This is an optimization exercise on Yosys and OpenROAD, whose aim is small area and a short achievable clock period, not a production implementation. Only simulation tests tie the RTL to the original design; equivalence was not proved. Power is estimated from default activity; no workload was simulated.

[constraint.sdc]
create_clock -name core_clock -period 7.5 [get_ports {clk}]
set_input_delay 1.5000 -clock core_clock [delete_from_list [all_inputs] [get_ports {clk}]]
set_output_delay 1.5000 -clock core_clock [all_outputs]
set_load 0.01 [all_outputs]
[flow/fast.abc]
strash
dch
map -D 700
topo
buffer -c
upsize -c -D 700
dnsize -c -D 700
[standard.sh]
#!/bin/bash
# synth_recipe.tcl (not shown) runs the flow's synth.tcl, then flattens the netlist and writes it again
# the make line also repeats each setting of config.mk as NAME=value (left out here)
make -C /OpenROAD-flow-scripts/flow DESIGN_CONFIG=/design/flow/config.mk WORK_HOME=/design/flow/orfs CLKGATE_MAP_FILE= SYNTH_SCRIPT=/design/flow/synth_recipe.tcl "${@:-finish}"
[flow/abc_step.tcl]
# abc mapping: the modules kept apart (SYNTH_KEEP_MODULES) for speed, the
# top module for area. @FL@ is replaced by the flow folder.
set own_rest [lrange $abc_args 2 end]
foreach own_m $::env(SYNTH_KEEP_MODULES) {
  log_cmd abc -script @FL@/fast.abc {*}$own_rest $own_m
}
log_cmd abc -script @FL@/synth.abc {*}$own_rest $::env(DESIGN_NAME)
[config.mk]
export PLATFORM = sky130hd
export DESIGN_NAME = CPU
export DESIGN_NICKNAME = CPU
export VERILOG_FILES = /design/flow/design.v
export SDC_FILE = /design/flow/constraint.sdc
export NUM_CORES = 4
export LEC_CHECK = 0
export CAP_MARGIN = 5
export CORE_MARGIN = 2
export CORE_UTILIZATION = 60
export CTS_BUF_LIST = sky130_fd_sc_hd__clkbuf_8
export CTS_CLUSTER_DIAMETER = 100
export CTS_CLUSTER_SIZE = 30
export SETUP_SLACK_MARGIN = 2.5
export SLEW_MARGIN = 5
[flow/run.sh]
#!/bin/bash
# Own layout flow: the standard ORFS flow with changes to synthesis (no
# full/half-adder extraction; abc maps the top module for area and the
# modules in KEEP for speed) and plain buffers on the ports. Each step's
# output goes to a log of its own in this folder.
set -euo pipefail
HERE=$(pwd)
FL=$HERE/flow
KEEP=$(cat "$FL/keep_modules.txt")

# synthesis script: the standard flow's, sourcing ORFS's synth.tcl with the abc call
# replaced by flow/abc_step.tcl
sed "s#@FL@#$FL#g" "$FL/abc_step.tcl" > "$HERE/own_abc_step.tcl"
sed "s#log_cmd abc {\\*}\$abc_args#source $HERE/own_abc_step.tcl#" \
  "$FLOW_HOME/scripts/synth.tcl" > "$HERE/own_synth_core.tcl"
grep -q 'own_abc_step' "$HERE/own_synth_core.tcl"
sed "s#source \$::env(SCRIPTS_DIR)/synth.tcl#source $HERE/own_synth_core.tcl#" \
  "$HERE/synth_recipe.tcl" > "$HERE/own_synth.tcl"
grep -q own_synth_core "$HERE/own_synth.tcl"

bash standard.sh SYNTH_SCRIPT="$HERE/own_synth.tcl" ADDER_MAP_FILE= SYNTH_OPERATIONS_ARGS=" " \
  SYNTH_KEEP_MODULES="$KEEP" synth > "$HERE/synth.log" 2>&1

EXTRA=()
if [[ -f $FL/extra.mk ]]; then
  while read -r l; do [[ -n $l && $l != \#* ]] && EXTRA+=("$l"); done < "$FL/extra.mk"
fi
bash standard.sh "${EXTRA[@]}" finish > "$HERE/layout.log" 2>&1
[design.v]
`timescale 1ns/1ns
module agu(input [7:0] a, b, output logic [7:0] s);
  logic [7:0] g [0:3];
  logic [7:0] p [0:3];
  always_comb begin
    g[0] = a & b;
    p[0] = a ^ b;
    for (int l = 0; l < 3; l++)
      for (int i = 0; i < 8; i++)
        if (i >= (1 << l)) begin
          g[l+1][i] = g[l][i] | (p[l][i] & g[l][i - (1 << l)]);
          p[l+1][i] = p[l][i] & p[l][i - (1 << l)];
        end else begin
          g[l+1][i] = g[l][i];
          p[l+1][i] = p[l][i];
        end
    s[0] = p[0][0];
    for (int i = 1; i < 8; i++) s[i] = p[0][i] ^ g[3][i-1];
  end
endmodule
`timescale 1ns/1ns
module CPU(input clk,rst,
           output [11:0] imem_addr, input [18:0] imem_data,
           output [7:0] dmem_addr, dmem_wdata, output dmem_we, dmem_re, input [7:0] dmem_rdata);
  wire [18:0] ins = imem_data;
  logic [11:0] pc;
  logic z, c;
  logic [7:0][7:0] R;           
  logic [7:0][11:0] stk;        
  logic [2:0] sp;               
  logic [3:0] cnt;              
  wire is_alu  = ~ins[18];                            
  wire is_ld   = ins[18:14] == 5'b10000;
  wire is_st   = ins[18:14] == 5'b10001;
  wire is_sh   = ins[18:16] == 3'b110;
  wire is_br   = ins[18:16] == 3'b101;
  wire is_jmp  = ins[18:15] == 4'b1110;               
  wire is_call = ins[18:14] == 5'b11101;
  wire is_ret  = ins[18:13] == 6'b111100;
  wire wr_reg  = is_alu | is_ld | is_sh;
  wire ld_fl   = is_alu | is_sh;
  wire [7:0] imm = ins[7:0];
  wire [2:0] ra = ins[10:8];
  wire [2:0] rb = ins[18] ? ins[13:11] : ins[7:5];
  logic [7:0] a, rbv;
  always_comb begin
    a = 8'd0;
    rbv = 8'd0;
    for (int i = 0; i < 8; i++) begin
      a = a | (R[i] & {8{ra == i}});
      rbv = rbv | (R[i] & {8{rb == i}});
    end
  end
  agu agu0(.a(a), .b(imm), .s(dmem_addr));
  assign dmem_wdata = rbv;
  assign dmem_we    = ~rst & is_st;
  assign dmem_re    = ~rst & is_ld;
  assign imem_addr  = pc;
  wire [2:0] fn = ins[16:14];
  wire [7:0] b = ins[17] ? imm : rbv;
  wire sub = fn[1] & ~fn[2];
  wire y = sub & fn[0] & c;                     
  wire ci = sub | (fn[0] & c);
  logic [7:0] ay;                               
  logic ya;
  always_comb begin
    logic t;
    t = y;
    for (int i = 0; i < 8; i++) begin
      ay[i] = a[i] ^ t;
      t = t & a[i];
    end
    ya = t;
  end
  wire [7:0] bb = sub ? ~b : b;
  wire [8:0] sum9 = {1'b0, ay} + {1'b0, bb} + {8'd0, ci};
  wire c8 = sum9[8] ^ ya ^ sub;                 
  wire [7:0] pp = ay ^ bb;
  wire [7:0] gg = ay & bb;
  wire [7:0] oo = ay | bb;
  logic [7:0] lg;
  always_comb begin
    case (fn[1:0])
      2'b00: lg = gg;
      2'b01: lg = oo;
      2'b10: lg = pp;
      default: lg = ~gg;
    endcase
  end
  wire zsum = (pp[0] == ci) & (pp[7:1] == oo[6:0]);
  wire [7:0] alures = fn[2] ? lg : sum9[7:0];
  wire aluc = ~fn[2] & c8;
  wire aluz = fn[2] ? (lg == 8'd0) : zsum;
  wire [2:0] s = ins[7:5];
  wire [1:0] fn2 = ins[15:14];
  wire right = fn2[0];
  wire [2:0] amt = right ? (3'd0 - s) : s;            
  wire [15:0] dd = {a, a} << amt;
  wire [7:0] rot = dd[15:8];
  wire [7:0] lmask = 8'hff << s;
  wire [7:0] rmask = 8'hff >> s;
  wire [7:0] shres = fn2[1] ? rot : (rot & (right ? rmask : lmask));
  wire shc = ~fn2[1] & (s != 3'd0) & (right ? rot[7] : rot[0]);
  wire [7:0] res = is_sh ? shres : alures;
  wire nc = is_sh ? shc : aluc;
  wire nz = is_sh ? (shres == 8'd0) : aluz;
  wire [7:0] wd = is_ld ? dmem_rdata : res;
  logic [7:0] spd;
  wire live = cnt != 4'd0;
  always_comb for (int i = 0; i < 8; i++) spd[i] = (sp == i);
  logic [11:0] top;
  always_comb begin
    top = 12'd0;
    for (int i = 0; i < 8; i++) top = top | (stk[i] & {12{spd[i] & live}});
  end
  wire cond = (ins[15] ? c : z) ^ ins[14];
  wire taken = is_br & cond;
  wire [11:0] pcn = pc + ({{4{imm[7]}}, imm} & {12{taken}}) + 12'd1;
  logic [11:0] npc;
  always_comb begin
    if (is_jmp)         npc = ins[11:0];
    else if (is_ret)    npc = top;
    else                npc = pcn;
  end
  always_ff @(posedge clk, posedge rst) begin
    if (rst) begin
      pc <= 12'd0;
      z <= 1'b0;
      c <= 1'b0;
      R <= '0;
      sp <= 3'd0;
      cnt <= 4'd0;
    end else begin
      pc <= npc;
      if (ld_fl) begin
        z <= nz;
        c <= nc;
      end
      for (int i = 0; i < 8; i++)
        if (wr_reg && ins[13:11] == i) R[i] <= wd;
      if (is_call) begin
        sp <= sp + 3'd1;
        if (cnt != 4'd8) cnt <= cnt + 4'd1;
      end else if (is_ret) begin
        sp <= sp - 3'd1;
        if (cnt != 4'd0) cnt <= cnt - 4'd1;
      end
    end
  end
  always_ff @(posedge clk)
    for (int i = 0; i < 8; i++)
      if (is_call & spd[(i + 7) % 8]) stk[i] <= pcn;
endmodule
[flow/keep_modules.txt]
agu
[flow/extra.mk]
# make variables for the layout steps, one per line
BUFFER_PORTS_ARGS=-buffer_cell sky130_fd_sc_hd__buf_1
[flow/synth.abc]
strash
dch
map -D 3500
topo
buffer -c
upsize -c -D 3500
dnsize -c -D 3500
==> flow_summary.json, run 1 <==
{
  "ys.warnings.count": 4,
  "yosysTopAreaCell": "edfxtp_1",
  "ys.flop_type": "edfxtp_1",
  "synthCells": 1177,
  "path_common_cell": "nand2_1",
  "hold_violations": 0,
  "cap_violations": 0,
  "post_dp_cell_area_um2": 10700,
  "drt_iter0_markers": 1186,
  "start_util_pct": 60.8,
  "synth_edf_count": 96,
  "fin_setup_tns_ps": 0,
  "p_leak_nw": 4.84,
  "avgSynthCellArea_um2": 8.51,
  "ant_nets": 0,
  "syn-num-nets": 1206,
  "gr-usage-all-layers_pct": 34.5,
  "cts_tree": "built",
  "status": "complete, no violations",
  "worstPathRequired_ps": 6000,
  "ys_seq_elements": 181,
  "setup_viol": 0,
  "ir_worst_vdd_mv": 0.176,
  "syn2layout_area_growth_pct": 17.4,
  "fin_crit_ps": 4910,
  "via_count": 9353,
  "cts.clk_slew.worst_paths_ps": 90,
  "die_width_um": 133,
  "drive_gt1_share_pct": 15.3,
  "drc": 0,
  "dp_hpwl_um": 21100,
  "netlist_area_um2": 10000,
  "fp.dieH_um": 133,
  "rsz0062_at_grt": "true",
  "cts.sinks": 181,
  "finalMaxSlewViolations": 0,
  "first_pass_iters": 6,
  "row_count": 47,
  "synthTopCellsByArea": "edfxtp_1 (29%), dfrtp_1 (21%), nand2_1 (9.2%), o21ai_0 (6.3%), a22oi_1 (5.9%)",
  "cts_inserted_buffers": 17,
  "synth.most_common_cell": "nand2_1",
  "wl_per_cell_um": 20.0,
  "netlist.area_leader.share_pct": 28.8,
  "io_buffers": 58,
  "place.gp.congestion": 0.993,
  "synth.distinct_cells": 49,
  "worstMarginPinSlew_ps": 1160,
  "crit_path_start_kind": "input port",
  "path_buf_inv": 5,
  "finClkSkew_ps": 19.9,
  "crit_family": "simple AND/OR/NAND/NOR gates",
  "synthArstFlopShare_pct": 47.0,
  "yosysSeqAreaShare_pct": 50.0,
  "cp_max_fo": 8,
  "fillers": 1336,
  "cts.htree.levels": 4,
  "drt-vias-per-instance": 6.17,
  "grt_pass1_wl_um": 46700,
  "antenna_found_initial": 0,
  "end_kind": "output port",
  "cpPeakStageDelay_ps": 240,
  "nets": 1313,
  "slew_headroom_pct": 22.2,
  "finalCritPeriodShare_pct": 65.5,
  "hp-class": "flop to flop",
  "crit_chain": "buf_12, nor3_1, buf_4, a22oi_1, nand2_1, nor2_4, inv_2, nand2_2, nor3_4, buf_6, a21boi_4, o211ai_1, nand2_1, buf_2",
  "yosys-top-cells-count": "nand2_1 (246), nor2_1 (140), o21ai_0 (127)",
  "clock_latency_ps": 470,
  "critical-path-slowest-cell": "buf_4",
  "r2r_slack_ps": 3760,
  "cts_root_buffer": "clkbuf_8",
  "fin_area_um2": 11800,
  "ioPinCount": 59,
  "antenna_cells": 0,
  "crit_type": "input port to output port",
  "grt-ovfl-total": 0,
  "dp_slack_ps": 1630,
  "arrival_ps": 3410,
  "fmax_mhz": 204,
  "core_area_um2": 16500,
  "grt_max_degree": 52,
  "grt_pass1_vias": 8462,
  "dieArea_um2": 17700,
  "setup_slack_ps": 2590,
  "cts-hold-fix-buffers": 0,
  "clock_tree.buffer_depth": 2,
  "wirelength_um": 30400,
  "power_density_nw_per_um2": 334
}
[final timing paths]
kind | start | to | cells after the start
min in group asynchronous | rst | z$_DFFE_PP0P_ | 2
worst max-delay path | imem_data[10] | dmem_addr[7] | 14
worst max register to register | R[48]$_DFFE_PP0P_ | R[23]$_DFFE_PP0P_ | 26
worst min register to register | R[41]$_DFFE_PP0P_ | R[41]$_DFFE_PP0P_ | 2
max in group asynchronous | rst | R[27]$_DFFE_PP0P_ | 3
worst min-delay path | R[41]$_DFFE_PP0P_ | R[41]$_DFFE_PP0P_ | 2
[Yosys stat by module (local to each module, per instance)]
module,flops+latches,copies in the design,cells
CPU,181,1,1107
agu,0,1,70
[what timing repair did]
action | 4_1_cts | 5_1_grt
gates resized for setup | 30 | 112
endpoints found under the setup margin | 56 | 98
pin swaps | 3 | 37
buffers inserted | 4 | 24
[worst register-to-register path, cell delays in order, from the launching register on]
cell	delay, ps
dfrtp_1	440
a22oi_1	200
nand3_1	140
nor2_4	220
inv_2	120
nand2_1	90
nor2_2	50
nand2_1	70
nor2_1	50
inv_1	80
nor2_2	50
inv_1	70
nor2_2	40
inv_1	140
nand2_1	130
nor2_2	200
inv_1	120
nand2_2	120
inv_1	80
nand2_2	70
nor3_1	40
a211oi_1	230
o31ai_1	140
xor2_1	180
o221ai_2	240
o21ai_4	170
o21ai_2	150
[sequential cells by signal, summed over array words and instances, names as in the netlist]
register and count:
R 64, c 1, sp 3, cnt 4, z 1, pc 12
stk 96
[cells in the final DEF (no fill, tap or decap), drive strengths merged, types with 5 or more instances in the layout]
cell	n
xnor2	12
a31oi	9
xor2	33
nand4	16
a22oi	79
clkbuf	21
nor3	21
a211oi	8
o22ai	6
nand2	247
a221oi	13
clkinv	7
dfrtp	85
edfxtp	96
nor2	150
nand3	22
bufinv	5
a21oi	49
o21ai	140
o211ai	12
buf	116
inv	116
[metrics by stage]
stage               util (%)  power [mW]  hold WS (ps)  std cells
finish                  71.4        3.93           514       1517
global route            71.4        4.15           544       1517
CTS                     68.3        3.77           518       1493
detailed placement      64.7        2.97           495       1457
global placement        64.7        2.95           475       1457
floorplan                  -        2.49           453       1177
[cell type report]
cell class	count	area (µm²)	share of cell area, %
inverters	114	457	3.88
clock inverters	14	223	1.89
flip-flops and latches	181	5010	42.6
multi-input cells	851	4790	40.8
well taps	220	275	2.34
clock buffers	18	248	2.11
repair buffers	119	754	6.42
[routing by layer]
| layer | routed length (µm) | vias up | share of wire [%] | GRT usage (%) |
|---|---|---|---|---|
| li1 | - | 4336 | - | - |
| met1 | 12400 | 4367 | 41 | 47.5 |
| met2 | 14300 | 562 | 47 | 55.4 |
| met3 | 2760 | 88 | 9.1 | 6.51 |
| met4 | 994 | 0 | 3.3 | 12.3 |
| met5 | 0 | - | 0 | 0 |
[cells by family (layout without fill, tap and decap cells)]
group	after synthesis	in the layout	share of synthesized area, %
buf+inv	145	265	5.48
compound gates	337	337	21.1
mux	2	2	0.200
xor+xnor	45	45	4.01
simple gates	467	467	19.2
flops	181	181	50.0
[power breakdown]
part           internal (mW)  switching [mW]  leakage, nW
Combinational          0.546            1.08         2.67
Sequential              1.34           0.192         1.92
Clock                  0.411           0.363        0.243
Total                   2.30            1.63         4.84
==> inputs of run 2 (changes only) <==
==> flow/synth.abc (replaced) <==
strash
balance
rewrite
refactor
balance
rewrite
rewrite -z
balance
refactor -z
rewrite -z
balance
dch
map -a
topo
--- a/config.mk
+++ b/config.mk
@@ -9,7 +9,5 @@
 export CORE_MARGIN = 2
 export CORE_UTILIZATION = 60
 export CTS_BUF_LIST = sky130_fd_sc_hd__clkbuf_8
-export CTS_CLUSTER_DIAMETER = 100
-export CTS_CLUSTER_SIZE = 30
 export SETUP_SLACK_MARGIN = 2.5
 export SLEW_MARGIN = 5
==> run 2 against run 1 <==
Net effect: maximum frequency decreased by 0.93%; highest routed layer is now met5; still clean; critical endpoint unchanged; first-iteration DRC count increased by 31%; die area decreased by 2.9%; critical path type unchanged; sequential power about the same; setup slack got worse by 46 ps.
==> flow_summary.json, run 2 <==
{
  "status": "complete, no violations",
  "crit_type": "input port to output port",
  "grt-ovfl-total": 0,
  "drive_gt1_share_pct": 19.9,
  "ys.flop_type": "edfxtp_1",
  "synthCells": 1105,
  "row_count": 46,
  "r2r_slack_ps": 3420,
  "cts_inserted_buffers": 17,
  "worstPathRequired_ps": 6000,
  "whs_path_depth": 1,
  "fin_crit_ps": 4960,
  "dieArea_um2": 17200,
  "largest_reg_flops": 96,
  "fp.dieH_um": 131,
  "drt-vias-per-instance": 6.58,
  "p_leak_nw": 4.56,
  "critical-path-slowest-cell": "nor3_4",
  "ioPinCount": 59,
  "path_buf_inv": 6,
  "antenna_cells": 0,
  "clock_latency_ps": 480,
  "core_area_um2": 15900,
  "stdcell_count": 1500,
  "regArea_um2": 5010,
  "setup_viol": 0,
  "netlist_area_um2": 9720,
  "yosysSeqAreaShare_pct": 51.5,
  "yosys-top-cells-count": "nand2_1 (206), nor2_1 (142), o21ai_0 (107)",
  "ys_seq_elements": 181,
  "synth.distinct_cells": 46,
  "fin_setup_tns_ps": 0,
  "path_depth": 15,
  "finalCritPeriodShare_pct": 66.1,
  "wirelength_um": 33200,
  "crit_family": "simple AND/OR/NAND/NOR gates",
  "synth.most_common_cell": "nand2_1",
  "final_cell_mix": "nand2_1 (194), nor2_1 (111), o21ai_0 (102)",
  "cap_violations": 0,
  "ant_nets": 0,
  "netlist.area_leader.share_pct": 29.7,
  "cts.clk_slew.worst_paths_ps": 100,
  "grt_pass1_wl_um": 49200,
  "startpoint": "imem_data[9]",
  "cts.sinks": 181,
  "place.gp.congestion": 0.977,
  "die_width_um": 131,
  "final_common_cell": "nand2_1",
  "dp_hpwl_um": 21400,
  "grt_pass1_vias": 8813,
  "power_density_nw_per_um2": 310,
  "cts_tree": "built",
  "grt_max_degree": 49,
  "worstSetupEndpoint": "dmem_addr[7]",
  "via_count": 9869,
  "start_util_pct": 61.2,
  "ir_worst_vdd_mv": 0.233,
  "cpPeakStageDelay_ps": 250,
  "top_register": "stk",
  "cts.htree.levels": 4,
  "drc": 0,
  "yosysTopAreaCell": "edfxtp_1",
  "synthTopCellsByArea": "edfxtp_1 (30%), dfrtp_1 (22%), nand2_1 (8.0%), a22oi_1 (7.6%), o21ai_0 (5.5%)",
  "arrival_ps": 3460,
  "nets": 1300,
  "fillers": 1151,
  "gr-usage-all-layers_pct": 36.8,
  "first_pass_iters": 6,
  "syn-num-nets": 1134,
  "rsz0062_at_grt": "true",
  "multi_input_area_um2": 4840,
  "clock_tree.buffer_depth": 2,
  "avgSynthCellArea_um2": 8.80,
  "dp.cells": 1397,
  "fmax_mhz": 202,
  "cp_max_fo": 8,
  "hold_violations": 0,
  "worstMarginPinSlew_ps": 1220,
  "syn2layout_area_growth_pct": 23.9,
  "synth_edf_count": 96,
  "drt_iter0_markers": 1555,
  "ys.warnings.count": 4,
  "crit_chain": "buf_12, clkinv_8, nor3_4, buf_12, a22oi_2, nand4_1, buf_4, nand2_4, inv_2, nor3_4, nand2_1, a21oi_2, o22ai_1, nand2_1, buf_2",
  "cts_root_buffer": "clkbuf_8",
  "reg.largest.list": "stk x96, R x64, pc x12",
  "reg2reg_depth": 24,
  "wl_per_cell_um": 22.1,
  "r2r_end": "stk[71]$_DFFE_PP_",
  "finalMaxSlewViolations": 0,
  "finClkSkew_ps": 15.0,
  "crit_path_start_kind": "input port",
  "end_kind": "output port",
  "io_buffers": 58,
  "hp-class": "flop to flop",
  "r2r_start": "c$_DFFE_PP0P_",
  "slew_headroom_pct": 18.2,
  "synthArstFlopShare_pct": 47.0,
  "antenna_found_initial": 0
}
## run 2: changes by cell type in the layout (fill, tap and decap cells not counted), sizes merged, moves of 5 or more
cell    change
nand2      -41
buf        +28
a21oi      +11
clkinv     +93
o21ai      -30
a221oi      -6
nand4       +9
nor3        +5
o22ai       +7
inv        -96
a22oi      +20
## run 2: per-layer routing
layer  GRT usage, %  up-vias  share of wire [%]
li1               -     4350                  -
met1           52.9     4663                 40
met2           55.7      744                 45
met3           9.34      110                 12
met4           10.9        2                3.1
met5              0        -               0.24
## run 2: where the power goes
group,total [mW],switching (mW),internal [mW]
combinational,1.52,1.01,0.512
clock,0.690,0.406,0.284
sequential,1.53,0.205,1.33
## run 2: area by class of cell
type	instances	share of cell area [%]
Clock buffer	17	1.94
Clock inverter	15	1.46
Inverter	110	3.89
Multi-Input combinational cell	813	40.2
Sequential cell	181	41.6
Tap cell	216	2.24
Timing Repair Buffer	148	8.67
## run 2: logic make-up (layout without fill, tap and decap cells)
logic type / count (synthesis) / in the layout / synth area share [%]
simple gates: 436 / 436 / 18.7
compound gates: 340 / 340 / 22.1
flops: 181 / 181 / 51.5
buf+inv: 111 / 290 / 4.32
xor+xnor: 37 / 37 / 3.41
## run 2: worst min-delay path by stage
stage / startpoint / to / slack [ps]
after floorplan: cnt[3]$_DFFE_PP0P_ / cnt[3]$_DFFE_PP0P_ / 470
after global placement: cnt[3]$_DFFE_PP0P_ / cnt[3]$_DFFE_PP0P_ / 490
after global routing: R[59]$_DFFE_PP0P_ / R[59]$_DFFE_PP0P_ / 560
after detailed placement: R[60]$_DFFE_PP0P_ / R[60]$_DFFE_PP0P_ / 510
after CTS: R[60]$_DFFE_PP0P_ / R[60]$_DFFE_PP0P_ / 530
final: cnt[3]$_DFFE_PP0P_ / cnt[3]$_DFFE_PP0P_ / 530
## run 2: timing repair
action / 4_1_cts / 5_1_grt
gates cloned: 0 / 0
gates resized for setup: 60 / 105
setup endpoints to repair: 102 / 92
setup buffers: 30 / 41
pin swaps: 18 / 37
hold buffers: 0 / 0
## run 2: per-stage QoR
| step | setup slack, ps | utilization, % | total power, mW | instance area, µm² | hold slack [ps] |
|---|---|---|---|---|---|
| global route | 2350 | 75.8 | 3.92 | 12000 | 558 |
| finish | 2540 | 75.8 | 3.74 | 12000 | 532 |
| floorplan | 2500 | - | 2.34 | 9780 | 467 |
| detailed placement | 1030 | 65.7 | 2.79 | 10400 | 507 |
| global placement | 1230 | 65.7 | 2.77 | 10400 | 491 |
| CTS | 2490 | 71.2 | 3.53 | 11300 | 531 |
## run 2: Yosys stat by module (local to each module, per instance)
module  cells  flops+latches
CPU      1035            181
agu        70              0
==> inputs of run 3 (changes only) <==
==> flow/extra.mk (replaced) <==
# make variables for the layout steps, one per line
BUFFER_PORTS_ARGS=-buffer_cell sky130_fd_sc_hd__buf_1
CTS_ARGS=-sink_clustering_enable -repair_clock_nets -buf_list sky130_fd_sc_hd__clkbuf_8 -dont_use_dummy_load
==> flow/synth.abc (replaced) <==
strash
dch
map -D 3500
topo
buffer -c
upsize -c -D 3500
dnsize -c -D 3500
--- a/config.mk
+++ b/config.mk
@@ -9,5 +9,6 @@
 export CORE_MARGIN = 2
 export CORE_UTILIZATION = 60
 export CTS_BUF_LIST = sky130_fd_sc_hd__clkbuf_8
+export PLACE_DENSITY = 0.7
 export SETUP_SLACK_MARGIN = 2.5
 export SLEW_MARGIN = 5
==> run 3 against run 2 <==
Net effect: register-to-register slack improved by 380 ps; largest cell class unchanged; clock skew grew 21 ps; hold slack worse by 19 ps; sequential share of layout area up 1.8 points; still clean; critical endpoint unchanged; setup slack improved by 56 ps.
==> flow_summary.json, run 3 <==
{
  "status": "complete, no violations",
  "via_count": 9227,
  "arrival_ps": 3400,
  "hp-class": "flop to flop",
  "final_cell_mix": "nand2_1 (236), nor2_1 (122), o21ai_0 (114)",
  "wirelength_um": 30400,
  "dieArea_um2": 17700,
  "cp_max_fo": 8,
  "netlist_area_um2": 10000,
  "worstPathRequired_ps": 6000,
  "crit_chain": "buf_12, clkinv_8, nor3_1, buf_4, a22oi_1, nand2_1, nor2_2, inv_2, nand2_2, inv_2, nor2_4, nand4_1, a21oi_2, o22ai_1, nand2_1, buf_2",
  "rsz0062_at_grt": "false",
  "synthCells": 1177,
  "row_count": 47,
  "synthXorXnorAreaFrac_pct": 4.01,
  "cts.sinks": 181,
  "largest_reg_flops": 96,
  "hold_slack_ps": 512,
  "synth.most_common_cell": "nand2_1",
  "yosys.area_share.adder_pct": 0,
  "cts_inserted_buffers": 17,
  "drive_gt1_share_pct": 15.2,
  "die_width_um": 133,
  "grt-ovfl-total": 0,
  "core_area_um2": 16500,
  "fin_setup_tns_ps": 0,
  "critical-path-slowest-cell": "nor2_2",
  "crit_type": "input port to output port",
  "place.gp.congestion": 0.993,
  "grt_pass1_vias": 8395,
  "cts_root_buffer": "clkbuf_8",
  "ir_worst_vdd_mv": 0.160,
  "syn2layout_area_growth_pct": 15.2,
  "start_util_pct": 60.8,
  "final_util_pct": 70.1,
  "crit_path_start_kind": "input port",
  "ys.warnings.count": 4,
  "synthArstFlopShare_pct": 47.0,
  "gr-usage-all-layers_pct": 34.4,
  "ioPinCount": 59,
  "whs_path_depth": 2,
  "post_dp_cell_area_um2": 10700,
  "synth_edf_count": 96,
  "end_kind": "output port",
  "top_register": "stk",
  "synth_top_family_by_area": "compound AO/OA/AOI/OAI gates",
  "antenna_cells": 0,
  "hold_violations": 0,
  "ys.flop_type": "edfxtp_1",
  "reg2reg_depth": 26,
  "cap_violations": 0,
  "synth_compound_area_share_pct": 21.1,
  "cpPeakStageDelay_ps": 250,
  "finalPower_mw": 3.66,
  "fin_crit_ps": 4900,
  "finalMaxSlewViolations": 0,
  "drc": 0,
  "finClkSkew_ps": 36.1,
  "clock_tree.buffer_depth": 2,
  "syn-num-nets": 1206,
  "avgSynthCellArea_um2": 8.51,
  "dp_hpwl_um": 21100,
  "fin_area_um2": 11500,
  "netlist.area_leader.share_pct": 28.8,
  "fmax_mhz": 204,
  "drt-vias-per-instance": 6.16,
  "nets": 1310,
  "wl_per_cell_um": 20.3,
  "finalCritPeriodShare_pct": 65.3,
  "grt_pass1_wl_um": 46500,
  "setup_viol": 0,
  "p_leak_nw": 4.70,
  "final_common_cell": "nand2_1",
  "grt_max_degree": 52,
  "antenna_found_initial": 0,
  "ys_seq_elements": 181,
  "synth.distinct_cells": 49,
  "fp.dieH_um": 133,
  "power_density_nw_per_um2": 317,
  "cts_tree": "built",
  "clock_latency_ps": 470,
  "yosysTopAreaCell": "edfxtp_1",
  "synth-simple-area-share_pct": 19.2,
  "yosys-top-cells-count": "nand2_1 (246), nor2_1 (140), o21ai_0 (127)",
  "cts.htree.levels": 4,
  "first_pass_iters": 6,
  "synthTopCellsByArea": "edfxtp_1 (29%), dfrtp_1 (21%), nand2_1 (9.2%), o21ai_0 (6.3%), a22oi_1 (5.9%)",
  "yosysSeqAreaShare_pct": 50.0,
  "worstMarginPinSlew_ps": 1190,
  "ant_nets": 0,
  "io_buffers": 58,
  "cts-hold-fix-buffers": 0,
  "reg.largest.list": "stk x96, R x64, pc x12",
  "cts.clk_slew.worst_paths_ps": 80,
  "drt_iter0_markers": 1188,
  "slew_headroom_pct": 20.5,
  "synthMuxAreaShare_pct": 0.200
}
-- run 3: final timing paths --
path | startpoint | to | slack, ps
min in group asynchronous | rst | R[6]$_DFFE_PP0P_ | 1110
setup reg to reg | R[48]$_DFFE_PP0P_ | R[47]$_DFFE_PP0P_ | 3800
max in group asynchronous | rst | pc[9]$_DFF_PP0_ | 5250
hold / removal | R[41]$_DFFE_PP0P_ | R[41]$_DFFE_PP0P_ | 510
hold reg to reg | R[41]$_DFFE_PP0P_ | R[41]$_DFFE_PP0P_ | 510
setup / recovery | imem_data[9] | dmem_addr[7] | 2600
-- run 3: critical path, delay by kind of cell --
| family | cells | cell delay (ps) |
|---|---|---|
| AOI/OAI and AO/OA | 3 | 400 |
| buffers and inverters | 6 | 620 |
| and+or+nand+nor | 7 | 870 |
-- run 3: cell families (layout without fill, tap and decap cells) --
logic type	count (synthesis)	after routing
AOI/OAI and AO/OA	337	337
xor gates and xnor gates	45	45
buffers and inverters	145	247
DFF	181	181
muxes	2	2
and+or+nand+nor	467	467
-- run 3: metrics by stage --
step | cells | setup slack (ps)
after floorplan | 1177 | 2760
after CTS | 1478 | 2360
after global placement | 1457 | 1640
final | 1499 | 2600
after detailed placement | 1457 | 1630
after global routing | 1499 | 2430
-- run 3: cell type report --
type | instances | area [µm²]
Inverter | 114 | 467
Sequential cell | 181 | 5010
Tap cell | 220 | 275
Timing Repair Buffer | 116 | 726
Multi-Input combinational cell | 851 | 4830
Clock buffer | 17 | 234
Fill cell | 1362 | 4930
-- run 3: metal layers --
metal | part of all wire (%) | track usage [%] | wire, µm | vias to the layer above
li1 | - | - | - | 4320
met1 | 41 | 47.3 | 12500 | 4275
met2 | 47 | 55.1 | 14200 | 542
met3 | 8.8 | 6.77 | 2660 | 90
met4 | 3.5 | 12.1 | 1080 | 0
met5 | 0 | 0 | 0 | -
-- run 3: what timing repair did --
item / in CTS / in global routing
buffers inserted: 4 / 21
endpoints found under the hold margin: 0 / 0
pin swaps: 3 / 41
setup endpoints to repair: 56 / 99
resized for setup: 30 / 126
-- run 3: per-module statistics from Yosys, one instance, submodules excluded --
module / area (µm²) / cells
agu: 368 / 70
CPU: 9650 / 1107
-- run 3: report_power, final --
part | total [mW] | switching [mW] | leakage [nW] | internal, mW
combinational | 1.62 | 1.08 | 2.65 | 0.542
sequential | 1.54 | 0.194 | 1.92 | 1.34
clock | 0.503 | 0.302 | 0.122 | 0.201
==> inputs of run 4 (changes only) <==
--- a/config.mk
+++ b/config.mk
@@ -9,6 +9,6 @@
 export CORE_MARGIN = 2
 export CORE_UTILIZATION = 60
 export CTS_BUF_LIST = sky130_fd_sc_hd__clkbuf_8
-export PLACE_DENSITY = 0.7
+export GPL_TIMING_DRIVEN = 0
 export SETUP_SLACK_MARGIN = 2.5
 export SLEW_MARGIN = 5
==> run 4 against run 3 <==
Net effect: largest cell class is now multi-input gates; sequential power about the same; critical endpoint is now R[31]$_DFFE_PP0P_; still clean on timing, DRC and antenna; via count increased by 2.8%; highest routed layer unchanged; count of clock-buffer cells in the layout unchanged.
==> flow_summary.json, run 4 <==
{
  "stdcell_count": 1524,
  "hp-class": "flop to flop",
  "netlist.area_leader.share_pct": 28.8,
  "drt-vias-per-instance": 6.22,
  "synth.most_common_cell": "nand2_1",
  "ioPinCount": 59,
  "netlist_area_um2": 10000,
  "drc": 0,
  "crit_family": "simple AND/OR/NAND/NOR gates",
  "fmax_mhz": 196,
  "start_util_pct": 60.8,
  "dieArea_um2": 17700,
  "syn-num-nets": 1206,
  "r2r_start": "R[41]$_DFFE_PP0P_",
  "fin_area_um2": 11900,
  "yosysTopAreaCell": "edfxtp_1",
  "cp_max_fo": 8,
  "hold_slack_ps": 504,
  "p_leak_nw": 4.78,
  "combPwrFrac_pct": 45.8,
  "post_dp_cell_area_um2": 10600,
  "crit_path_start_kind": "input port",
  "finalMaxSlewViolations": 0,
  "synthCells": 1177,
  "grt_pass1_wl_um": 47200,
  "wl_per_cell_um": 20.7,
  "synthArstFlopShare_pct": 47.0,
  "setup_viol": 0,
  "cpPeakStageDelay_ps": 300,
  "nets": 1335,
  "clock_tree.buffer_depth": 2,
  "io_buffers": 55,
  "cts.clk_slew.worst_paths_ps": 80,
  "critical-path-slowest-cell": "xor2_1",
  "synthXorXnorAreaFrac_pct": 4.01,
  "switching_share_pct": 43.3,
  "status": "complete, no violations",
  "synth_compound_area_share_pct": 21.1,
  "finalCritPeriodShare_pct": 68.0,
  "reg.largest.list": "stk x96, R x64, pc x12",
  "cts-hold-fix-buffers": 0,
  "cts_tree": "built",
  "finalPower_mw": 3.75,
  "reg2reg_depth": 27,
  "worstPathRequired_ps": 7830,
  "grt_pass1_vias": 8606,
  "top_register": "stk",
  "startpoint": "imem_data[9]",
  "dp_hpwl_um": 21700,
  "wirelength_um": 31500,
  "p_switching_mw": 1.62,
  "seqPwrFrac_pct": 40.7,
  "clockPowerShare_pct": 13.5,
  "p_int_mw": 2.12,
  "synthTopCellsByArea": "edfxtp_1 (29%), dfrtp_1 (21%), nand2_1 (9.2%), o21ai_0 (6.3%), a22oi_1 (5.9%)",
  "synth.distinct_cells": 49,
  "path_buf_inv": 11,
  "synthMuxAreaShare_pct": 0.200,
  "cts.htree.levels": 4,
  "drt_iter0_markers": 1073,
  "path_depth": 32,
  "cap_violations": 0,
  "dp.cells": 1459,
  "end_kind": "flop",
  "ys.warnings.count": 4,
  "die_width_um": 133,
  "ir_worst_vdd_mv": 0.181,
  "hold_violations": 0,
  "cts_inserted_buffers": 17,
  "ys_seq_elements": 181,
  "r2r_slack_ps": 3720,
  "yosysSeqAreaShare_pct": 50.0,
  "slew_headroom_pct": 13.5,
  "avgSynthCellArea_um2": 8.51,
  "rsz0062_at_grt": "true",
  "gr-usage-all-layers_pct": 35.1,
  "clock_latency_ps": 470,
  "core_area_um2": 16500,
  "row_count": 47,
  "crit_type": "input port to flop",
  "ant_nets": 0,
  "syn2layout_area_growth_pct": 18.6,
  "grt-ovfl-total": 0,
  "grt_max_degree": 54,
  "synth_edf_count": 96,
  "antenna_found_initial": 0,
  "place.gp.congestion": 0.960,
  "finClkSkew_ps": 33.2,
  "worstMarginPinSlew_ps": 1280,
  "cts_root_buffer": "clkbuf_8",
  "fin_setup_tns_ps": 0,
  "final_cell_mix": "nand2_1 (231), o21ai_0 (115), nor2_1 (110)",
  "final_common_cell": "nand2_1",
  "yosys.area_share.adder_pct": 0,
  "fin_crit_ps": 5100,
  "synth_top_family_by_area": "compound AO/OA/AOI/OAI gates",
  "fp.dieH_um": 133,
  "synth-simple-area-share_pct": 19.2,
  "cts.sinks": 181,
  "yosys-top-cells-count": "nand2_1 (246), nor2_1 (140), o21ai_0 (127)",
  "drive_gt1_share_pct": 17.0,
  "via_count": 9481,
  "fillers": 1279,
  "ys.flop_type": "edfxtp_1",
  "arrival_ps": 5430,
  "antenna_cells": 0,
  "power_density_nw_per_um2": 315,
  "worstSetupEndpoint": "R[31]$_DFFE_PP0P_",
  "largest_reg_flops": 96,
  "r2r_end": "R[31]$_DFFE_PP0P_",
  "first_pass_iters": 6
}
==> run 4: cell counts after synthesis <==
No cell type changed its count.
==> run 4: how the worst min path moves through the flow <==
| stage | start | depth (start not counted) | endpoint | slack [ps] |
|---|---|---|---|---|
| floorplan | R[41]$_DFFE_PP0P_ | 2 | R[41]$_DFFE_PP0P_ | 450 |
| global placement | R[41]$_DFFE_PP0P_ | 2 | R[41]$_DFFE_PP0P_ | 470 |
| detailed placement | R[41]$_DFFE_PP0P_ | 2 | R[41]$_DFFE_PP0P_ | 480 |
| CTS | R[41]$_DFFE_PP0P_ | 2 | R[41]$_DFFE_PP0P_ | 500 |
| global route | R[7]$_DFFE_PP0P_ | 2 | R[7]$_DFFE_PP0P_ | 540 |
| finish | R[41]$_DFFE_PP0P_ | 2 | R[41]$_DFFE_PP0P_ | 500 |
==> run 4: layout make-up <==
| type | instances | area [µm²] | area share [%] |
|---|---|---|---|
| buffer | 31 | 126 | 1.06 |
| timing repair buffer | 110 | 764 | 6.43 |
| sequential | 181 | 5010 | 42.2 |
| multi-input combinational | 851 | 5030 | 42.3 |
| tap | 220 | 275 | 2.32 |
| clock buffer | 17 | 234 | 1.97 |
| inverter | 114 | 444 | 3.74 |
==> run 4: cell families (layout without fill, tap and decap cells) <==
| family | count (synthesis) | count (layout) |
|---|---|---|
| DFF | 181 | 181 |
| buffers and inverters | 145 | 272 |
| muxes | 2 | 2 |
| xor gates and xnor gates | 45 | 45 |
| AOI/OAI and AO/OA | 337 | 337 |
| and+or+nand+nor | 467 | 467 |
==> run 4: Yosys stat by module (local to each module, per instance) <==
module  copies in the design  cells inside  area, µm²
CPU                        1          1107       9650
agu                        1            70        368
==> run 4: per-stage QoR <==
step,setup WS [ps],utilization [%]
after floorplan,2760,-
after global placement,879,63.8
after detailed placement,1310,64.4
after CTS,2450,68.6
after global routing,2270,72.2
final,2400,72.2
==> run 4: routing by layer <==
layer	global-route usage, %	vias to the layer above	routed length (µm)
li1	-	4374	-
met4	13.2	0	1500
met2	57.7	563	14800
met5	0	-	0
met3	5.56	132	2660
met1	47.7	4412	12500
==> run 4: repair_timing <==
action | 4_1_cts | 5_1_grt
gates cloned | 0 | 0
endpoints found under the setup margin | 75 | 103
pin swaps | 20 | 49
resized for setup | 80 | 110
buffers inserted | 22 | 25
==> run 4: power by group through the flow <==
stage / clock (mW) / sequential [mW] / combinational, mW
after floorplan: 0 / 1.49 / 1.00
after global placement: 0 / 1.53 / 1.41
after detailed placement: 0 / 1.53 / 1.44
after CTS: 0.505 / 1.51 / 1.52
after global routing: 0.547 / 1.54 / 1.87
final: 0.507 / 1.53 / 1.71
==> run 4: worst reg2reg max path: stages, from the launching register on <==
cell	delay [ps]
dfrtp_1	360
inv_1	80
o211ai_1	250
nor2_2	100
buf_4	150
buf_4	130
nor2_2	130
nand2_1	110
nor2_2	160
inv_2	70
nor2_4	120
inv_2	60
nor2_4	110
inv_2	70
nor2_4	110
nor2_1	50
inv_2	100
nand2_4	80
inv_4	100
nor2_4	60
nand2_2	80
nor3_1	40
a211oi_1	260
o31ai_2	110
xor2_1	300
o221ai_2	190
o21ai_4	200
o21ai_2	110
==> inputs of run 5 (changes only) <==
==> flow/synth.abc (replaced) <==
strash
dch
map -D 3500
strash
dch
map -D 3500
topo
buffer -c
upsize -c -D 3500
dnsize -c -D 3500
--- a/config.mk
+++ b/config.mk
@@ -9,6 +9,5 @@
 export CORE_MARGIN = 2
 export CORE_UTILIZATION = 60
 export CTS_BUF_LIST = sky130_fd_sc_hd__clkbuf_8
-export GPL_TIMING_DRIVEN = 0
 export SETUP_SLACK_MARGIN = 2.5
 export SLEW_MARGIN = 5
==> run 5 against run 4 <==
Net effect: final cell count down 2.0%; critical path depth down 7; setup slack better by 91 ps; clock power down 1%; first-iteration DRC count up 29%; via count up 0.63%; still clean; power down 4.3%; sequential power about the same; synthesized area down 1.3%; register-to-register slack about the same; cell area down 1.0%; sequential cell count unchanged.
==> flow_summary.json, run 5 <==
{
  "fillers": 1270,
  "ir_worst_vdd_mv": 0.201,
  "crit_family": "simple AND/OR/NAND/NOR gates",
  "finalMaxSlewViolations": 0,
  "synthArstFlopShare_pct": 47.0,
  "synthCells": 1151,
  "crit_type": "input port to flop",
  "grt_max_degree": 50,
  "wirelength_um": 31700,
  "post_dp_cell_area_um2": 10400,
  "final_cell_mix": "nand2_1 (207), o21ai_0 (121), nor2_1 (104)",
  "cpPeakStageDelay_ps": 310,
  "hp-class": "flop to flop",
  "stdcell_count": 1493,
  "ioPinCount": 59,
  "cts.clk_slew.worst_paths_ps": 70,
  "cp_max_fo": 8,
  "cap_violations": 0,
  "top_register": "stk",
  "path_common_cell": "nor2_1",
  "finClkSkew_ps": 39.2,
  "yosysSeqAreaShare_pct": 50.7,
  "antenna_cells": 0,
  "synth.most_common_cell": "nand2_1",
  "cts.htree.levels": 4,
  "dp_hpwl_um": 21000,
  "worstHoldStart": "R[43]$_DFFE_PP0P_",
  "drc": 0,
  "fmax_mhz": 200,
  "nets": 1308,
  "wl_per_cell_um": 21.2,
  "synthTopCellsByArea": "edfxtp_1 (29%), dfrtp_1 (22%), nand2_1 (8.4%), a22oi_1 (7.2%), o21ai_0 (6.5%)",
  "netlist.area_leader.share_pct": 29.2,
  "fin_setup_tns_ps": 0,
  "grt_pass1_wl_um": 48100,
  "path_buf_inv": 3,
  "r2r_end": "R[47]$_DFFE_PP0P_",
  "netlist_area_um2": 9890,
  "arrival_ps": 5310,
  "first_pass_iters": 7,
  "finalPower_mw": 3.58,
  "power_density_nw_per_um2": 305,
  "core_area_um2": 16000,
  "largest_reg_flops": 96,
  "fp.dieH_um": 132,
  "ys_seq_elements": 181,
  "yosys-top-cells-count": "nand2_1 (222), nor2_1 (135), o21ai_0 (128)",
  "finalCritPeriodShare_pct": 66.8,
  "die_width_um": 132,
  "ys.warnings.count": 4,
  "clock_latency_ps": 480,
  "place.gp.congestion": 0.991,
  "antenna_found_initial": 0,
  "hold_slack_ps": 523,
  "syn2layout_area_growth_pct": 19.0,
  "regArea_um2": 5010,
  "cts_tree": "built",
  "io_buffers": 58,
  "clock_tree.buffer_depth": 2,
  "hold_violations": 0,
  "reg2reg_depth": 23,
  "dp.cells": 1415,
  "worstMarginPinSlew_ps": 1230,
  "ys.flop_type": "edfxtp_1",
  "whs_path_depth": 2,
  "fin_area_um2": 11800,
  "grt-ovfl-total": 0,
  "r2r_start": "R[49]$_DFFE_PP0P_",
  "cts_root_buffer": "clkbuf_8",
  "fin_crit_ps": 5010,
  "dieArea_um2": 17500,
  "r2r_slack_ps": 3720,
  "avgSynthCellArea_um2": 8.59,
  "slew_headroom_pct": 17.0,
  "grt_pass1_vias": 8850,
  "rsz0062_at_grt": "true",
  "reg.largest.list": "stk x96, R x64, pc x12",
  "synth_edf_count": 96,
  "cts_inserted_buffers": 17,
  "drt-vias-per-instance": 6.39,
  "row_count": 46,
  "drt_iter0_markers": 1387,
  "ant_nets": 0,
  "via_count": 9541,
  "setup_viol": 0,
  "crit_path_start_kind": "input port",
  "p_leak_nw": 4.77,
  "yosysTopAreaCell": "edfxtp_1",
  "worstPathRequired_ps": 7800,
  "gr-usage-all-layers_pct": 35.6,
  "start_util_pct": 61.8,
  "end_kind": "flop",
  "multi_input_area_um2": 4830,
  "synth.distinct_cells": 50,
  "drive_gt1_share_pct": 18.6,
  "min_to": "R[43]$_DFFE_PP0P_",
  "cts.sinks": 181,
  "syn-num-nets": 1180,
  "status": "complete, no violations",
  "critical-path-slowest-cell": "o22ai_4",
  "final_common_cell": "nand2_1"
}
[run 5: timing repair]
item | 4_1_cts | 5_1_grt
buffers inserted | 18 | 43
pin swaps | 15 | 43
hold buffers | 0 | 0
resized for setup | 67 | 128
endpoints found under the setup margin | 76 | 84
[run 5: worst register-to-register path, cell delays in order, from the launching register on]
cell and delay, ps:
dfrtp_1 440, a22oi_2 220, o221ai_2 140, nor2_4 200
inv_4 70, buf_4 130, a21oi_1 120, nor2_1 60
inv_1 120, nand2_2 100, inv_1 90, nor2_1 70
and3_4 190, nor2_4 70, inv_1 60, a21oi_2 140
nor2_1 60, a221oi_2 250, nor2_1 110, o31ai_2 200
xor2_1 210, o22ai_2 110, o22ai_4 310, o21ai_0 140
[run 5: layout make-up]
class                   instances  share of cell area [%]
clock buffers                  17                    1.99
inverters                     119                    4.13
multi-input cells             817                    41.1
flip-flops and latches        181                    42.6
well taps                     216                    2.30
repair buffers                143                    7.89
[run 5: cell families after synthesis]
kind of cell	share of synthesized area, %
and+or+nand+nor	17.6
AOI/OAI and AO/OA	22.0
DFF	50.7
buffers and inverters	5.86
xor gates and xnor gates	3.71
muxes	0.101
[run 5: how the worst max path moves through the flow]
stage	end	slack, ps	depth (start not counted)	start
floorplan	R[23]$_DFFE_PP0P_	2610	25	imem_data[5]
global placement	R[6]$_DFFE_PP0P_	1530	26	imem_data[11]
detailed placement	R[14]$_DFFE_PP0P_	1380	26	imem_data[11]
CTS	dmem_addr[6]	2440	12	imem_data[10]
global route	R[39]$_DFFE_PP0P_	2290	26	imem_data[15]
finish	R[47]$_DFFE_PP0P_	2490	25	imem_data[12]
[run 5: modules after synthesis, one instance, submodules excluded]
module	cells	flip-flops and latches	area (µm²)
CPU	1081	181	9520
agu	70	0	368
[run 5: metrics by stage]
| step | setup WS, ps | util (%) |
|---|---|---|
| floorplan | 2610 | - |
| finish | 2490 | 73.5 |
| detailed placement | 1380 | 65.2 |
| global route | 2290 | 73.5 |
| CTS | 2440 | 68.9 |
| global placement | 1530 | 65.2 |
[run 5: report_power, final]
part	switching (mW)	total, mW	leakage, nW	internal [mW]
Combinational	1.02	1.56	2.72	0.535
Sequential	0.188	1.52	1.93	1.33
Clock	0.302	0.502	0.122	0.200
[run 5: metal layers]
layer | vias to the layer above | global-route usage [%] | wire, µm
met5 | - | 0 | 0
met4 | 0 | 14.8 | 1130
met3 | 122 | 8.46 | 3690
met2 | 632 | 51.4 | 14200
met1 | 4493 | 51.9 | 12600
li1 | 4294 | - | -
==> inputs of run 6 (changes only) <==
==> flow/synth.abc (replaced) <==
strash
dch
map -D 3500
topo
buffer -c
upsize -c -D 3500
dnsize -c -D 3500
==> run 6 against run 5 <==
Net effect: still clean on timing, DRC and antenna; routed wire length decreased by 4.2%; sequential power about the same; non-clock buffer count decreased by 27; first-iteration DRC count decreased by 14%; clock power about the same; critical path depth decreased by 9; sequential cell count unchanged; critical path type is now input port to output port; critical endpoint is now dmem_addr[7]; highest routed layer unchanged.
==> flow_summary.json, run 6 <==
{
  "hp-class": "flop to flop",
  "start_util_pct": 60.8,
  "avgSynthCellArea_um2": 8.51,
  "regArea_um2": 5010,
  "hold_violations": 0,
  "dieArea_um2": 17700,
  "fin_crit_ps": 4900,
  "yosysSeqAreaShare_pct": 50.0,
  "grt_max_degree": 52,
  "cap_violations": 0,
  "reg.largest.list": "stk x96, R x64, pc x12",
  "synthCells": 1177,
  "core_area_um2": 16500,
  "ant_nets": 0,
  "drive_gt1_share_pct": 15.2,
  "synthTopCellsByArea": "edfxtp_1 (29%), dfrtp_1 (21%), nand2_1 (9.2%), o21ai_0 (6.3%), a22oi_1 (5.9%)",
  "critical-path-slowest-cell": "nor2_2",
  "place.gp.congestion": 0.993,
  "cts_root_buffer": "clkbuf_8",
  "crit_type": "input port to output port",
  "multi_input_area_um2": 4830,
  "drc": 0,
  "final_common_cell": "nand2_1",
  "cts_tree": "built",
  "end_kind": "output port",
  "cpPeakStageDelay_ps": 250,
  "ioPinCount": 59,
  "row_count": 47,
  "drt-vias-per-instance": 6.16,
  "crit_chain": "buf_12, clkinv_8, nor3_1, buf_4, a22oi_1, nand2_1, nor2_2, inv_2, nand2_2, inv_2, nor2_4, nand4_1, a21oi_2, o22ai_1, nand2_1, buf_2",
  "yosys-top-cells-count": "nand2_1 (246), nor2_1 (140), o21ai_0 (127)",
  "synth_edf_count": 96,
  "ir_worst_vdd_mv": 0.160,
  "netlist.area_leader.share_pct": 28.8,
  "clock_tree.buffer_depth": 2,
  "power_density_nw_per_um2": 317,
  "fin_setup_tns_ps": 0,
  "grt_pass1_wl_um": 46500,
  "arrival_ps": 3400,
  "drt_iter0_markers": 1188,
  "yosysTopAreaCell": "edfxtp_1",
  "fillers": 1362,
  "io_buffers": 58,
  "synthArstFlopShare_pct": 47.0,
  "cts_inserted_buffers": 17,
  "rsz0062_at_grt": "false",
  "largest_reg_flops": 96,
  "crit_path_start_kind": "input port",
  "cts.htree.levels": 4,
  "dp_hpwl_um": 21100,
  "setup_viol": 0,
  "p_leak_nw": 4.70,
  "cts.clk_slew.worst_paths_ps": 80,
  "finalPower_mw": 3.66,
  "worstMarginPinSlew_ps": 1190,
  "top_register": "stk",
  "synth.distinct_cells": 49,
  "worstPathRequired_ps": 6000,
  "finClkSkew_ps": 36.1,
  "first_pass_iters": 6,
  "setup_slack_ps": 2600,
  "die_width_um": 133,
  "antenna_cells": 0,
  "syn2layout_area_growth_pct": 15.2,
  "stdcell_count": 1499,
  "synth.most_common_cell": "nand2_1",
  "final_cell_mix": "nand2_1 (236), nor2_1 (122), o21ai_0 (114)",
  "clock_latency_ps": 470,
  "finalCritPeriodShare_pct": 65.3,
  "ys.flop_type": "edfxtp_1",
  "via_count": 9227,
  "cp_max_fo": 8,
  "hold_slack_ps": 512,
  "netlist_area_um2": 10000,
  "grt-ovfl-total": 0,
  "final_util_pct": 70.1,
  "fp.dieH_um": 133,
  "cts.sinks": 181,
  "gr-usage-all-layers_pct": 34.4,
  "ys_seq_elements": 181,
  "antenna_found_initial": 0,
  "cts-hold-fix-buffers": 0,
  "status": "complete, no violations",
  "wl_per_cell_um": 20.3,
  "fin_area_um2": 11500,
  "syn-num-nets": 1206,
  "grt_pass1_vias": 8395,
  "dp.cells": 1457,
  "wirelength_um": 30400,
  "nets": 1310,
  "slew_headroom_pct": 20.5,
  "dp_slack_ps": 1630,
  "fmax_mhz": 204,
  "post_dp_cell_area_um2": 10700,
  "finalMaxSlewViolations": 0,
  "ys.warnings.count": 4
}
[run 6: layout make-up]
| cell class | count | area share, % |
|---|---|---|
| Inverter | 114 | 4.05 |
| Sequential cell | 181 | 43.4 |
| Tap cell | 220 | 2.39 |
| Multi-Input combinational cell | 851 | 41.8 |
| Timing Repair Buffer | 116 | 6.29 |
| Clock buffer | 17 | 2.03 |
[run 6: cell families after synthesis]
logic type / share of synthesized area (%)
flops: 50.0
compound gates: 21.1
mux: 0.200
simple gates: 19.2
buf+inv: 5.48
xor+xnor: 4.01
[run 6: worst max-delay path, delay by kind of cell]
family,cells,cell delay [ps]
compound gates,3,400
simple gates,7,870
buf+inv,6,620
[run 6: modules after synthesis, one instance, submodules excluded]
module,cells,times used
agu,70,1
CPU,1107,1
[run 6: worst paths after layout]
kind | from | endpoint | slack [ps] | cells past startpoint
setup / recovery | imem_data[9] | dmem_addr[7] | 2600 | 16
hold / removal | R[41]$_DFFE_PP0P_ | R[41]$_DFFE_PP0P_ | 510 | 2
setup reg to reg | R[48]$_DFFE_PP0P_ | R[47]$_DFFE_PP0P_ | 3800 | 26
hold reg to reg | R[41]$_DFFE_PP0P_ | R[41]$_DFFE_PP0P_ | 510 | 2
max in group asynchronous | rst | pc[9]$_DFF_PP0_ | 5250 | 3
min in group asynchronous | rst | R[6]$_DFFE_PP0P_ | 1110 | 2
[run 6: layer usage]
layer  up-vias  global-route usage [%]  part of all wire, %
met3        90                    6.77                  8.8
met1      4275                    47.3                   41
met2       542                    55.1                   47
met5         -                       0                    0
li1       4320                       -                    -
met4         0                    12.1                  3.5
[run 6: timing repair]
action                                  4_1_cts  5_1_grt
buffers inserted                              4       21
pin swaps                                     3       41
gates resized for setup                      30      126
endpoints found under the setup margin       56       99
[run 6: report_power, final]
part / switching (mW) / internal, mW
clock: 0.302 / 0.201
sequential: 0.194 / 1.34
combinational: 1.08 / 0.542
==> inputs of run 7 (changes only) <==
==> flow/extra.mk (replaced) <==
# make variables for the layout steps, one per line
BUFFER_PORTS_ARGS=-buffer_cell sky130_fd_sc_hd__buf_1
CTS_ARGS=-sink_clustering_enable -repair_clock_nets -buf_list sky130_fd_sc_hd__clkbuf_8 -dont_use_dummy_load
RECOVER_POWER=100
==> run 7 against run 6 <==
Net effect: now fails the layout checks on capacitance limit, slew limit; die area unchanged; cell area decreased by 1.8%; register-to-register slack got worse by 850 ps; combinational power is 3% lower; count of clock-buffer cells in the layout unchanged; critical path type is now input port to flop; critical endpoint is now R[7]$_DFFE_PP0P_; largest power group unchanged.
==> flow_summary.json, run 7 <==
{
  "ir_worst_vdd_mv": 0.153,
  "yosysSeqAreaShare_pct": 50.0,
  "row_count": 47,
  "clock_latency_ps": 460,
  "final_util_pct": 68.8,
  "netlist_area_um2": 10000,
  "drt_iter0_markers": 1095,
  "hold_slack_ps": 514,
  "dp_slack_ps": 1630,
  "r2r_start": "R[48]$_DFFE_PP0P_",
  "antenna_cells": 0,
  "ant_nets": 0,
  "p_leak_nw": 4.58,
  "end_kind": "flop",
  "die_width_um": 133,
  "finalCritPeriodShare_pct": 78.2,
  "arrival_ps": 6230,
  "avgSynthCellArea_um2": 8.51,
  "netlist.area_leader.share_pct": 28.8,
  "crit_type": "input port to flop",
  "synth.most_common_cell": "nand2_1",
  "r2r_end": "R[36]$_DFFE_PP0P_",
  "via_count": 9241,
  "syn2layout_area_growth_pct": 13.1,
  "start_util_pct": 60.8,
  "reg.largest.list": "stk x96, R x64, pc x12",
  "cp_max_fo": 14,
  "cts_root_buffer": "clkbuf_8",
  "cts_tree": "built",
  "regArea_um2": 5010,
  "grt_pass1_vias": 8395,
  "gr-usage-all-layers_pct": 34.4,
  "finClkSkew_ps": 34.1,
  "synth.distinct_cells": 49,
  "ys.flop_type": "edfxtp_1",
  "yosysTopAreaCell": "edfxtp_1",
  "cap_violations": 2,
  "io_buffers": 58,
  "place.gp.congestion": 0.993,
  "hold_violations": 0,
  "synthTopCellsByArea": "edfxtp_1 (29%), dfrtp_1 (21%), nand2_1 (9.2%), o21ai_0 (6.3%), a22oi_1 (5.9%)",
  "top_register": "stk",
  "rsz0062_at_grt": "false",
  "dp_hpwl_um": 21100,
  "r2r_slack_ps": 2950,
  "ys.warnings.count": 4,
  "fin_setup_tns_ps": 0,
  "setup_slack_ps": 1630,
  "synthCells": 1177,
  "cts.clk_slew.worst_paths_ps": 80,
  "ys_seq_elements": 181,
  "nets": 1310,
  "synth_edf_count": 96,
  "power_density_nw_per_um2": 318,
  "whs_path_depth": 2,
  "fp.dieH_um": 133,
  "finalMaxSlewViolations": 88,
  "syn-num-nets": 1206,
  "dieArea_um2": 17700,
  "worstPathRequired_ps": 7870,
  "drive_gt1_share_pct": 11.6,
  "first_pass_iters": 8,
  "largest_reg_flops": 96,
  "drc": 0,
  "fmax_mhz": 170,
  "antenna_found_initial": 0,
  "wl_per_cell_um": 20.2,
  "ioPinCount": 59,
  "worstMarginPinSlew_ps": 3010,
  "cts.sinks": 181,
  "worstHoldStart": "R[41]$_DFFE_PP0P_",
  "fin_crit_ps": 5870,
  "reg2reg_depth": 19,
  "final_common_cell": "nand2_1",
  "core_area_um2": 16500,
  "fin_area_um2": 11300,
  "post_dp_cell_area_um2": 10700,
  "synthArstFlopShare_pct": 47.0,
  "grt-ovfl-total": 0,
  "crit_path_start_kind": "input port",
  "grt_max_degree": 52,
  "yosys-top-cells-count": "nand2_1 (246), nor2_1 (140), o21ai_0 (127)",
  "fillers": 1409,
  "drt-vias-per-instance": 6.16,
  "hp-class": "flop to flop",
  "min_to": "R[41]$_DFFE_PP0P_",
  "cts_inserted_buffers": 17,
  "cts.htree.levels": 4,
  "final_cell_mix": "nand2_1 (237), nor2_1 (127), o21ai_0 (125)",
  "startpoint": "imem_data[14]",
  "violatedChecks": "capacitance limit, slew limit",
  "clock_tree.buffer_depth": 2,
  "slew_headroom_pct": -101,
  "grt_pass1_wl_um": 46500,
  "wirelength_um": 30300,
  "status": "complete, but fails checks",
  "multi_input_area_um2": 4680,
  "setup_viol": 0
}
-- run 7: cell type report --
cell class	instances	area share, %
multi-input cells	851	41.3
clock buffers	17	2.07
inverters	114	4.11
repair buffers	116	5.81
flip-flops and latches	181	44.2
well taps	220	2.43
-- run 7: timing repair --
item / in CTS / in global routing
resized for setup: 30 / 126
setup buffers: 4 / 21
setup endpoints to repair: 56 / 99
pin swaps: 3 / 41
hold buffers: 0 / 0
-- run 7: metrics by stage --
step                      instances  power (mW)
after floorplan                1177        2.49
after global placement         1457        2.95
after detailed placement       1457        2.97
after CTS                      1478        3.49
after global routing           1499        3.82
final                          1499        3.60
-- run 7: report_power, final --
part           switching (mW)  internal (mW)  total, mW
registers               0.192           1.34       1.54
clock network           0.300          0.201      0.501
logic                    1.05          0.515       1.57
total                    1.55           2.06       3.60
-- run 7: kinds of logic (layout without fill, tap and decap cells) --
kind of cell | Yosys count | in the layout | synth area share [%]
mux | 2 | 2 | 0.200
xor+xnor | 45 | 45 | 4.01
simple gates | 467 | 467 | 19.2
compound gates | 337 | 337 | 21.1
flops | 181 | 181 | 50.0
buf+inv | 145 | 247 | 5.48
-- run 7: routing by layer --
metal  global-route usage, %  part of all wire [%]
met1                    47.3                    41
met2                    55.1                    47
met3                    6.77                   8.8
met4                    12.1                   3.4
met5                       0                     0
-- run 7: modules after synthesis, one instance, submodules excluded --
module / times used / cells / cell area, µm²
CPU: 1 / 1107 / 9650
agu: 1 / 70 / 368
-- run 7: worst max-delay path: stages --
cell	delay, ps
buf_1	60
clkbuf_1	510
inv_1	210
clkbuf_1	410
nor3_1	540
nand2_1	110
nor2_1	240
nand2_1	120
nor2_1	150
inv_1	80
nor2_2	110
inv_1	70
nor2_1	150
inv_2	90
nor2_4	100
nor2_1	60
inv_2	80
nand2_2	90
inv_1	150
nor2_4	70
nand2_2	70
nor3_1	40
a211oi_1	220
o31ai_1	140
xor2_1	180
o221ai_1	310
o21ai_4	180
o21ai_0	180
-- run 7: worst max path at each step --
stage | slack [ps] | to
detailed placement | 1630 | R[23]$_DFFE_PP0P_
global placement | 1640 | R[23]$_DFFE_PP0P_
finish | 1630 | R[7]$_DFFE_PP0P_
CTS | 2360 | dmem_addr[7]
global route | 1250 | R[7]$_DFFE_PP0P_
floorplan | 2760 | R[15]$_DFFE_PP0P_
==> inputs of run 8 (changes only) <==
==> flow/extra.mk (replaced) <==
# make variables for the layout steps, one per line
BUFFER_PORTS_ARGS=-buffer_cell sky130_fd_sc_hd__buf_1
CTS_ARGS=-sink_clustering_enable -repair_clock_nets -buf_list sky130_fd_sc_hd__clkbuf_8 -dont_use_dummy_load
SKIP_GATE_CLONING=1
==> run 8 against run 7 <==
Net effect: now clean on timing, DRC and antenna; register-to-register slack gained 850 ps; sequential power is essentially flat; cell area grew 1.9%; sequential share of layout area shrank 0.81 points; final cell count is the same; hold slack lost 1.5 ps; combinational power grew 3%.
==> flow_summary.json, run 8 <==
{
  "drt-vias-per-instance": 6.16,
  "via_count": 9227,
  "dp_hpwl_um": 21100,
  "power_density_nw_per_um2": 317,
  "yosys-top-cells-count": "nand2_1 (246), nor2_1 (140), o21ai_0 (127)",
  "cpPeakStageDelay_ps": 250,
  "hold_violations": 0,
  "top_register": "stk",
  "crit_type": "input port to output port",
  "gr-usage-all-layers_pct": 34.4,
  "yosysSeqAreaShare_pct": 50.0,
  "ys.flop_type": "edfxtp_1",
  "worstHoldStart": "R[41]$_DFFE_PP0P_",
  "wl_met1_um": 12500,
  "final_common_cell": "nand2_1",
  "synth_edf_count": 96,
  "critical-path-slowest-cell": "nor2_2",
  "p_switching_mw": 1.58,
  "wirelength_um": 30400,
  "grt_pass1_vias": 8395,
  "arrival_ps": 3400,
  "grt-ovfl-total": 0,
  "highest_layer": "met4",
  "antenna_cells": 0,
  "finalMaxSlewViolations": 0,
  "clock_latency_ps": 470,
  "cp_max_fo": 8,
  "wl_per_cell_um": 20.3,
  "core_area_um2": 16500,
  "startpoint": "imem_data[9]",
  "cts-hold-fix-buffers": 0,
  "worstMarginPinSlew_ps": 1190,
  "ir_worst_vdd_mv": 0.160,
  "fp.dieH_um": 133,
  "drt_iter0_markers": 1188,
  "status": "complete, no violations",
  "grt_pass1_wl_um": 46500,
  "cts.htree.levels": 4,
  "synth.distinct_cells": 49,
  "setup_viol": 0,
  "cts_root_buffer": "clkbuf_8",
  "yosysTopAreaCell": "edfxtp_1",
  "finalCritPeriodShare_pct": 65.3,
  "multi_input_area_um2": 4830,
  "syn-num-nets": 1206,
  "clockPowerShare_pct": 13.7,
  "start_util_pct": 60.8,
  "wl_met2_um": 14200,
  "clock_tree.buffer_depth": 2,
  "end_kind": "output port",
  "fmax_mhz": 204,
  "netlist_area_um2": 10000,
  "fin_setup_tns_ps": 0,
  "p_int_mw": 2.09,
  "synthCells": 1177,
  "ant_nets": 0,
  "combPwrFrac_pct": 44.3,
  "seqPwrFrac_pct": 42.0,
  "ys_seq_elements": 181,
  "cts.sinks": 181,
  "hp-class": "flop to flop",
  "cts.clk_slew.worst_paths_ps": 80,
  "regArea_um2": 5010,
  "worstPathRequired_ps": 6000,
  "synthTopCellsByArea": "edfxtp_1 (29%), dfrtp_1 (21%), nand2_1 (9.2%), o21ai_0 (6.3%), a22oi_1 (5.9%)",
  "die_width_um": 133,
  "largest_reg_flops": 96,
  "place.gp.congestion": 0.993,
  "synth.most_common_cell": "nand2_1",
  "cap_violations": 0,
  "final_util_pct": 70.1,
  "cts_inserted_buffers": 17,
  "first_pass_iters": 6,
  "syn2layout_area_growth_pct": 15.2,
  "finClkSkew_ps": 36.1,
  "met3_length_um": 2660,
  "reg.largest.list": "stk x96, R x64, pc x12",
  "synthArstFlopShare_pct": 47.0,
  "ioPinCount": 59,
  "r2r_start": "R[48]$_DFFE_PP0P_",
  "rsz0062_at_grt": "false",
  "drive_gt1_share_pct": 15.2,
  "dieArea_um2": 17700,
  "drc": 0,
  "cts_tree": "built",
  "crit_path_start_kind": "input port",
  "row_count": 47,
  "fillers": 1362,
  "nets": 1310,
  "antenna_found_initial": 0,
  "avgSynthCellArea_um2": 8.51,
  "crit_chain": "buf_12, clkinv_8, nor3_1, buf_4, a22oi_1, nand2_1, nor2_2, inv_2, nand2_2, inv_2, nor2_4, nand4_1, a21oi_2, o22ai_1, nand2_1, buf_2",
  "switching_share_pct": 43.0,
  "netlist.area_leader.share_pct": 28.8,
  "final_cell_mix": "nand2_1 (236), nor2_1 (122), o21ai_0 (114)",
  "io_buffers": 58,
  "fin_crit_ps": 4900,
  "p_leak_nw": 4.70,
  "ys.warnings.count": 4,
  "grt_max_degree": 52,
  "slew_headroom_pct": 20.5
}
[run 8: area by class of cell]
type | instances | area share [%]
timing repair buffer | 116 | 6.29
sequential | 181 | 43.4
inverter | 114 | 4.05
multi-input combinational | 851 | 41.8
tap | 220 | 2.39
clock buffer | 17 | 2.03
[run 8: stage by stage]
stage	hold slack (ps)	total power [mW]	worst slack (ps)	cell area, µm²	instances
after floorplan	453	2.49	2760	10000	1177
after global placement	475	2.95	1640	10700	1457
after detailed placement	495	2.97	1630	10700	1457
after CTS	515	3.49	2360	11000	1478
after global routing	541	3.88	2430	11500	1499
final	512	3.66	2600	11500	1499
[run 8: Yosys stat by module (local to each module, per instance)]
module	flip-flops and latches	times used	cell area, µm²
agu	0	1	368
CPU	181	1	9650
[run 8: cells by family after synthesis]
group	share of synthesized area [%]
multiplexers	0.200
XOR/XNOR	4.01
buffers and inverters	5.48
flip-flops	50.0
AO/OA/AOI/OAI	21.1
AND/OR/NAND/NOR	19.2
[run 8: final timing paths]
check | end | slack [ps] | cells past startpoint
setup / recovery | dmem_addr[7] | 2600 | 16
min in group asynchronous | R[6]$_DFFE_PP0P_ | 1110 | 2
setup reg to reg | R[47]$_DFFE_PP0P_ | 3800 | 26
hold reg to reg | R[41]$_DFFE_PP0P_ | 510 | 2
hold / removal | R[41]$_DFFE_PP0P_ | 510 | 2
max in group asynchronous | pc[9]$_DFF_PP0_ | 5250 | 3
[run 8: routing by layer]
metal	global-route usage, %	vias to the layer above
li1	-	4320
met1	47.3	4275
met2	55.1	542
met3	6.77	90
met4	12.1	0
met5	0	-
[run 8: repair_timing]
action,in CTS,in global routing
gates resized for setup,30,126
endpoints found under the setup margin,56,99
pin swaps,3,41
buffers inserted,4,21
[run 8: critical path: cells and delay by family]
family	cells	cell delay, ps
buf+inv	6	620
simple gates	7	870
compound gates	3	400
[run 8: power groups by stage]
stage                     logic (mW)  clock network, mW  registers [mW]
after floorplan                 1.00                  0            1.49
after global placement          1.41                  0            1.55
after detailed placement        1.43                  0            1.54
after CTS                       1.47              0.503            1.52
after global routing            1.78              0.539            1.56
final                           1.62              0.503            1.54

-- separate check: timing with driven ports --
How much do the figures lean on ideal ports? The routed layouts below were timed once more, with nothing changed but the port constraints.
Step 1, drivers: a clkbuf_16 drives clk and a buf_2 each remaining input, both assumed.
Step 2, shift: input delay + t, output delay - t, t = (earliest + latest rising clock arrival at the registers) / 2. This alone moves slack from input paths to output paths.
Three values: no drivers, after step 1, after step 2; two values: the first two.
run | t, ns | setup slack, ns
run 1 | 0.503 | 2.589 / 2.523 / 2.189
run 2 | 0.518 | 2.543 / 2.481 / 2.100
run 3 | 0.495 | 2.599 / 2.549 / 2.237
run 4 | 0.495 | 2.398 / 2.373 / 1.878
run 5 | 0.502 | 2.489 / 2.502 / 2.000
run 6 | 0.495 | 2.599 / 2.549 / 2.237
run 7 | 0.490 | 1.633 / 1.651 / 1.160
run 8 | 0.495 | 2.599 / 2.549 / 2.237
